Background: an optimization exercise with open tools, aiming at small area and a short achievable clock period. Do not read the settings as production practice.
The RTL was checked by simulation tests, not by an equivalence proof against the original design.
Power figures rest on the tool's default switching activity, not on a simulated workload.

== the previous run ==
==> flow/design.v <==
module SCP(Clock,Reset,Inst,InstAddr,FlagReg,Result_Out);
	input Clock,Reset;
	input [31:0] Inst;
	output [31:0] InstAddr;
	output reg [3:0] FlagReg;
	output [31:0] Result_Out;
	wire [1:0] Op  = Inst[27:26];
	wire       I   = Inst[25];
	wire [3:0] cmd = Inst[24:21];
	wire       S   = Inst[20];
	wire [3:0] Rn  = Inst[19:16];
	wire [3:0] Rd  = Inst[15:12];
	wire [3:0] Rm  = Inst[3:0];
	reg  [31:0] PC;
	reg  [32*15-1:0] rf;    
	reg  [32*64-1:0] dm;    
	assign InstAddr = PC;
	wire [29:0] pc_hi4 = PC[31:2] + 30'd1;
	wire [29:0] pc_hi8 = PC[31:2] + 30'd2;
	wire [31:0] PCPlus4 = {pc_hi4, PC[1:0]};
	wire [31:0] PCPlus8 = {pc_hi8, PC[1:0]};
	wire        is_mem = (Op == 2'b01);
	wire [15:0] oh1    = 16'd1 << Rn;
	wire [15:0] oh2    = 16'd1 << Rm;
	wire [15:0] ohd    = 16'd1 << Rd;
	wire [31:0] RD1, RD2, RD3;
	genvar b, w, k2;
	generate
		for (b = 0; b < 32; b = b + 1) begin : rdp
			wire [15:0] col;
			for (w = 0; w < 15; w = w + 1) begin : c
				assign col[w] = rf[32*w + b];
			end
			assign col[15] = PCPlus8[b];
			assign RD1[b] = |(col & oh1);
			assign RD2[b] = |(col & oh2);
			assign RD3[b] = |(col & ohd);
		end
	endgenerate
	wire [7:0]  addr8 = RD1[7:0] + Inst[7:0];
	wire [5:0]  widx  = addr8[7:2];
	wire [63:0] ohm   = 64'd1 << widx;
	wire [7:0]  ohl   = 8'd1 << widx[2:0];
	wire [7:0]  ohh   = 8'd1 << widx[5:3];
	wire [31:0] ReadData;
	generate
		for (b = 0; b < 32; b = b + 1) begin : rdm
			wire [7:0] grp;
			for (w = 0; w < 8; w = w + 1) begin : g
				wire [7:0] col;
				for (k2 = 0; k2 < 8; k2 = k2 + 1) begin : c
					assign col[k2] = dm[32*(8*w + k2) + b];
				end
				assign grp[w] = |(col & ohl);
			end
			assign ReadData[b] = |(grp & ohh);
		end
	endgenerate
	wire [31:0] SRD2 = Inst[5] ? (RD2 >> Inst[11:7]) : (RD2 << Inst[11:7]);
	wire        dp   = (Op == 2'b00);
	wire [31:0] B    = (dp & I) ? {24'd0, Inst[7:0]} : SRD2;
	wire        sub  = dp & ((cmd == 4'h2) | (cmd == 4'hA));
	wire [31:0] Bx   = B ^ {32{sub}};
	wire [32:0] sum  = {1'b0, RD1} + {1'b0, Bx} + {32'd0, sub};
	reg [31:0] alu;
	always @(*) begin
		if (dp && cmd == 4'h0)      alu = RD1 & B;
		else if (dp && cmd == 4'hC) alu = RD1 | B;
		else if (dp && cmd == 4'hD) alu = B;
		else                        alu = sum[31:0];
	end
	wire [31:0] Result = is_mem ? ReadData : alu;
	assign Result_Out = Result;
	wire logic_op = (cmd == 4'h0) | (cmd == 4'hC);
	wire arith_op = (cmd == 4'h2) | (cmd == 4'h4);
	wire we_nz = dp & ((S & (logic_op | arith_op)) | (cmd == 4'hA));
	wire we_cv = dp & ((S & arith_op) | (cmd == 4'hA));
	wire fN = alu[31];
	wire fZ = ~(|alu);
	wire fC = sub ? (~sum[32] | ~(|B)) : sum[32];
	wire fV = (RD1[31] == Bx[31]) & (sum[31] != RD1[31]);
	always @(posedge Clock) begin
		if (Reset) FlagReg <= 4'd0;
		else begin
			if (we_nz) FlagReg[3:2] <= {fN, fZ};
			if (we_cv) FlagReg[1:0] <= {fC, fV};
		end
	end
	wire pc_wr  = (Rd == 4'hF);
	always @(posedge Clock) begin
		if (Reset) PC <= 32'd0;
		else       PC <= pc_wr ? Result : PCPlus4;
	end
	wire reg_we = (dp & (cmd != 4'hA)) | (is_mem & S);
	wire mem_we = is_mem & ~S;
	wire [31:0] rf_wd = Reset ? 32'd0 : Result;
	wire [31:0] dm_wd = Reset ? 32'd0 : RD3;
	genvar g;
	generate
		for (g = 0; g < 15; g = g + 1) begin : regs
			always @(posedge Clock)
				if (Reset | (reg_we & ohd[g])) rf[32*g +: 32] <= rf_wd;
		end
		for (g = 0; g < 64; g = g + 1) begin : mem
			always @(posedge Clock)
				if (Reset | (mem_we & ohm[g])) dm[32*g +: 32] <= dm_wd;
		end
	endgenerate
endmodule
export LEC_CHECK = 0
export ABC_AREA = 1
export CAP_MARGIN = 20
export CORE_MARGIN = 2
export CORE_UTILIZATION = 45
export CTS_CLUSTER_DIAMETER = 60
export CTS_CLUSTER_SIZE = 24
export SLEW_MARGIN = 20
create_clock -name core_clock -period 22.0 [get_ports {Clock}]
standard.sh (not shown) runs the stock make flow with config.mk's settings and CLKGATE_MAP_FILE= SYNTH_SCRIPT=/design/flow/synth_recipe.tcl, a recipe that flattens the netlist after the stock synthesis.
==> flow/flow/run.sh <==
#!/bin/bash
# Standard ORFS layout, with timing repair aimed well below the clock period
# and plain buffers (not delay cells) on the ports.
set -euo pipefail
bash standard.sh SETUP_SLACK_MARGIN=8 \
  "BUFFER_PORTS_ARGS=-inputs -outputs -buffer_cell sky130_fd_sc_hd__buf_4" \
  finish > standard_flow.log 2>&1
Modified inputs, the current run compared to the previous run
Settings: CTS_CLUSTER_DIAMETER no longer set, was 60; CTS_CLUSTER_SIZE no longer set, was 24; CTS_BUF_LIST now sky130_fd_sc_hd__clkbuf_4 sky130_fd_sc_hd__clkbuf_8, previously not set.
[summary]
For the current run, the cell type of the slowest stage on the worst timing path was sky130_fd_sc_hd__or4_4, unlike the previous run, where it was sky130_fd_sc_hd__nand4_1.
The previous run → the current run: clock-buffer cell count went up by 200%; routed length on met3 went up by about 0.36%.
The previous run → the current run: worst slack at placement comparable, number of buffers inserted to repair setup after CTS saw an increase.


Starts from the design.v that is shown in full above.
Settings: LEC_CHECK=0, ABC_AREA=1, CAP_MARGIN=20, CORE_MARGIN=2, CORE_UTILIZATION=45, CTS_BUF_LIST=sky130_fd_sc_hd__clkbuf_4 sky130_fd_sc_hd__clkbuf_8, SLEW_MARGIN=20; clock period 22.0 ns.
==> flow/flow/run.sh <==
#!/bin/bash
# Standard ORFS layout, with timing repair aimed well below the clock period.
set -euo pipefail
bash standard.sh SETUP_SLACK_MARGIN=8 finish > standard_flow.log 2>&1
The starting point passed the timing, design-rule and antenna checks.
Edit:
==> flow/flow/run.sh (replaced) <==
#!/bin/bash
# Standard ORFS layout, with timing repair aimed well below the clock period
# and plain buffers (not delay cells) on the ports.
set -euo pipefail
bash standard.sh SETUP_SLACK_MARGIN=8 \
  "BUFFER_PORTS_ARGS=-inputs -outputs -buffer_cell sky130_fd_sc_hd__buf_4" \
  finish > standard_flow.log 2>&1
CORE_UTILIZATION = 50   (was 45)
CTS_BUF_LIST = unset   (was sky130_fd_sc_hd__clkbuf_4 sky130_fd_sc_hd__clkbuf_8)
CTS_CLUSTER_DIAMETER = 60   (was unset)
CTS_CLUSTER_SIZE = 24   (was unset)
=>
- sequential power barely changes
- final area went down by 2.6%
- sequential cell count is unchanged
- clock power went down by 13%
- worst setup slack is better by 0.18 ns
- wire length drops by 2.1%
Edit:
CORE_UTILIZATION = 55   (was 50)
CTS_BUF_LIST = sky130_fd_sc_hd__clkbuf_4 sky130_fd_sc_hd__clkbuf_8   (was unset)
CTS_CLUSTER_DIAMETER = unset   (was 60)
CTS_CLUSTER_SIZE = unset   (was 24)
Via count rises by 3.7%.
Setup slack gets worse by 0.074 ns.
Non-clock buffer count came out lower by 24.
Total power rises by about 3.3%.
Clock skew rises by 0.046 ns.
Fmax goes down by 0.52%.
Global-route usage grows by 3.9 points.
Edit:
CORE_UTILIZATION = 50   (was 55)
CTS_BUF_LIST = unset   (was sky130_fd_sc_hd__clkbuf_4 sky130_fd_sc_hd__clkbuf_8)
CTS_CLUSTER_DIAMETER = 80   (was unset)
CTS_CLUSTER_SIZE = 30   (was unset)
What happened: The new run produced a clean layout; flip-flop and latch count does not change; die area came out higher by 9.9%; hold slack improves by 0.0044 ns; total power is lower by 7.9%; cell count falls by 1.6%; global-route usage fell by 4.1 points.
Edit:
CORE_UTILIZATION = 45   (was 50)
What happened:
- clock skew rose by 0.048 ns
- hold slack gets worse by 0.0080 ns
- routed wire length rose by 2.4%
- synthesized cell count is unchanged
- via count rose by 0.89%

==> what the ideal ports hide <==
The flow's constraints put no driver on any port. The routed layouts listed below were extracted and timed again, unchanged, in two steps.
Step 1 assumes that a clkbuf_16 drives the clock port and a buf_2 every other input.
Step 2, shift: input delay + t, output delay - t, t = (earliest + latest rising clock arrival at the registers) / 2. This alone moves slack from input paths to output paths.
a / b / c = no drivers / after step 1 / after step 2; a / b = the first two.
run	t (ns)	slack for setup (ns)	worst slew at a driven data input, ns
the previous run	0.958	7.753 / 7.653 / 7.653	0.30
the current run	1.151	7.792 / 7.755 / 7.755	0.25
the first run of note 2	1.180	7.630 / 7.486 / 7.486	0.32
the second run of note 2	0.992	7.811 / 7.656 / 7.656	0.27
the third run of note 2	1.186	7.737 / 7.584 / 7.584	0.33
the fourth run of note 2	0.932	7.855 / 7.700 / 7.700	0.30
the fifth run of note 2	0.927	7.773 / 7.608 / 7.608	0.27
After both steps setup and hold are still met in every run listed. The setup slack of the fifth run of note 2, which loses most, moves by -0.165 ns with the drivers and by -0.165 ns with both steps.
